Source: an optimization exercise on an open RTL-to-GDS flow (aim: small area, a short achievable clock period and few clock cycles per item). Production flows keep margins and buffers that such runs may drop.
Power and IR drop assume default switching activity.

Design vector_divider, start of the top module:
module vector_divider #(
    parameter RAM_SIZE = 10,
    parameter N = 5,
    parameter NBITS = 32
)(
    input clock,
    input reset,
    output [RAM_SIZE-1:0] Addr,
    output [NBITS-1:0] Wdata,
    input [NBITS-1:0] Rdata,
    input [RAM_SIZE-1:0] Ndata,
    output Wenable,
    input startvd,
    output reg busyvd
);
For scale: ~89 I/O pins.
==> module vector_divider, before the edit <==
module vector_divider #(
    parameter RAM_SIZE = 10,
    parameter N = 5,
    parameter NBITS = 32
)(
    input clock,
    input reset,
    output [RAM_SIZE-1:0] Addr,
    output [NBITS-1:0] Wdata,
    input [NBITS-1:0] Rdata,
    input [RAM_SIZE-1:0] Ndata,
    output Wenable,
    input startvd,
    output reg busyvd
);
localparam RX = 4;            
localparam XW = 32 + RX;      
localparam [3:0] IDLE = 4'b1000,
                 P1   = 4'b1001,    
                 P2   = 4'b1010,    
                 E    = 4'b1011,    
                 C1   = 4'b0000,    
                 C2   = 4'b1100,    
                 W1   = 4'b1101,    
                 D1   = 4'b0100,    
                 W2   = 4'b0101;    
reg [3:0] state, nstate;
reg first;
reg [8:0] h;
reg [31:0] R;
reg [32:0] Q;                           
reg [XW-1:0] X;
wire [31:0] diff;
wire nb;
cmpsub #(.W(32)) u_sub (.a(R), .b(X[31:0]), .d(diff), .c(nb));
wire ge = nb & ~|X[XW-1:32];
wire ph1 = (state == D1) | (state == P1);
wire shl = ge & ~((state == P1) & Q[4]);  
wire [8:0] h1 = h + 9'd1;
wire last = (h1 == Ndata[8:0]);         
wire done2 = Q[31];
wire alo = state[3];
wire we = state[2];
assign Addr = {we ? h : h1, alo};
assign Wdata = alo ? R : Q[31:0];
assign Wenable = we & ~first;
always @(*) begin
    nstate = state;
    case (state)
        IDLE: if (startvd) nstate = C1;
        C1:   nstate = C2;
        C2:   nstate = D1;
        D1:   nstate = shl ? P1 : E;
        P1:   if (!shl) nstate = P2;
        P2:   if (done2) nstate = last ? W1 : C1;
        E:    nstate = last ? W1 : C1;
        W1:   nstate = W2;
        W2:   nstate = IDLE;
        default: nstate = IDLE;
    endcase
end
always @(posedge clock) begin
    if (reset) begin
        state <= IDLE;
        h <= 9'h1ff;
        first <= 1'b0;
        busyvd <= 1'b0;
    end else begin
        state <= nstate;
        busyvd <= (nstate != IDLE);
        if (state == IDLE && startvd)
            first <= 1'b1;
        if (state == D1) begin
            h <= h1;
            first <= 1'b0;
        end
        if (state == W2)
            h <= 9'h1ff;
    end
end
always @(posedge clock) begin
    if (state == C1)
        X <= {{RX-1{1'b0}}, Rdata, 1'b0};
    else if (ph1 && shl)
        X <= {X[XW-1-RX:0], {RX{1'b0}}};
    else
        X <= {1'b0, X[XW-1:1]};
    if (state == C2)
        R <= Rdata;
    else if (state == P2 && ge)
        R <= diff;
    if (state == D1)
        Q <= 33'h100000000;
    else if (state == P1)
        Q <= {4'd0, Q[32:4]};
    else if (state == P2)
        Q <= {Q[31:0], ge};
end
endmodule
export LEC_CHECK = 0
export CAP_MARGIN = 20
export CORE_MARGIN = 2
export CORE_UTILIZATION = 40
export CTS_BUF_LIST = sky130_fd_sc_hd__clkbuf_8
export SETUP_SLACK_MARGIN = 1.3
export SLEW_MARGIN = 20
create_clock -name core_clock -period 4.5 [get_ports {clock}]
standard.sh (not shown) runs the stock make flow with config.mk's settings and CLKGATE_MAP_FILE= SYNTH_SCRIPT=/design/flow/synth_recipe.tcl, a recipe that flattens the netlist after the stock synthesis.
==> flow/flow/run.sh <==
#!/bin/bash
cd "$(dirname "$0")/.."
export BUFFER_PORTS_ARGS="-buffer_cell sky130_fd_sc_hd__buf_1"
export CTS_ARGS="-sink_clustering_enable -repair_clock_nets -buf_list sky130_fd_sc_hd__clkbuf_8 -dont_use_dummy_load"
export REMOVE_ABC_BUFFERS=1
bash standard.sh > standard_run.log 2>&1
Next try:
--- a/flow/design.v
+++ b/flow/design.v
@@ -157,18 +157,21 @@
 wire ge = nb & ~|X[XW-1:32];
 wire ph1 = (state == D1) | (state == P1);
 wire shl = ge & ~((state == P1) & Q[4]);  
-wire [8:0] h1 = h + 9'd1;
-wire last = (h1 == Ndata[8:0]);         
+wire [8:0] hd = h - 9'd1;
+wire last = (h == 9'd0);                
 wire done2 = Q[31];
+wire xld = (state == C1);
+wire xsl = ~xld & ph1 & shl;
+wire xsr = ~xld & ~(ph1 & shl);
 wire alo = state[3];
 wire we = state[2];
-assign Addr = {we ? h : h1, alo};
+assign Addr = {we ? h : hd, alo};
 assign Wdata = alo ? R : Q[31:0];
 assign Wenable = we & ~first;
 always @(*) begin
     nstate = state;
     case (state)
-        IDLE: if (startvd) nstate = C1;
+        IDLE: if (startvd) nstate = E;
         C1:   nstate = C2;
         C2:   nstate = D1;
         D1:   nstate = shl ? P1 : E;
@@ -183,29 +186,25 @@
 always @(posedge clock) begin
     if (reset) begin
         state <= IDLE;
-        h <= 9'h1ff;
         first <= 1'b0;
         busyvd <= 1'b0;
     end else begin
         state <= nstate;
         busyvd <= (nstate != IDLE);
-        if (state == IDLE && startvd)
+        if (state == IDLE) begin
+            h <= Ndata[8:0];
             first <= 1'b1;
+        end
         if (state == D1) begin
-            h <= h1;
+            h <= hd;
             first <= 1'b0;
         end
-        if (state == W2)
-            h <= 9'h1ff;
     end
 end
 always @(posedge clock) begin
-    if (state == C1)
-        X <= {{RX-1{1'b0}}, Rdata, 1'b0};
-    else if (ph1 && shl)
-        X <= {X[XW-1-RX:0], {RX{1'b0}}};
-    else
-        X <= {1'b0, X[XW-1:1]};
+    X <= ({XW{xld}} & {{RX-1{1'b0}}, Rdata, 1'b0})
+       | ({XW{xsl}} & {X[XW-1-RX:0], {RX{1'b0}}})
+       | ({XW{xsr}} & {1'b0, X[XW-1:1]});
     if (state == C2)
         R <= Rdata;
     else if (state == P2 && ge)
The changed run finished with timing, DRC and antenna clean. Hold slack hardly moves. Clock power rises by about 1%. Utilization went up by 0.84 points. Flip-flop and latch count is unchanged. Sequential power increases by 24%. Wire length came out higher by 2.3%. Via count goes down by 1.7%. Die area shrinks by 1.3%.
No run of this note included a check of the RTL's function; only the layout flow was run.

==> static timing again, ports no longer ideal <==
How much do the figures lean on ideal ports? The routed layouts below were timed once more, with nothing changed but the port constraints.
Step 1 sets driving cells, clkbuf_16 on the clock port and buf_2 on the other inputs (assumed; they add their load-dependent delay and slew).
Step 2 moves the port delays by t, midway between the first and last clock arrival at a register: inputs arrive t later, outputs are due t later. That takes back most of the time a late clock gives input paths.
a / b / c = ideal ports / drivers / drivers and shift; a / b = the first two.
| run | shift t [ns] | setup slack, ns | worst setup path at the end | latest minus earliest clock arrival (ns) | worst register clock-pin slew, ns |
|---|---|---|---|---|---|
| the first run | 0.467 | 1.248 / 1.248 / 1.248 | register to register | 0.014 / 0.013 | 0.07 / 0.07 |
| the second run | 0.469 | 1.181 / 1.181 / 1.181 | register to register | 0.015 / 0.016 | 0.07 / 0.07 |
After both steps setup and hold are still met in every run listed.
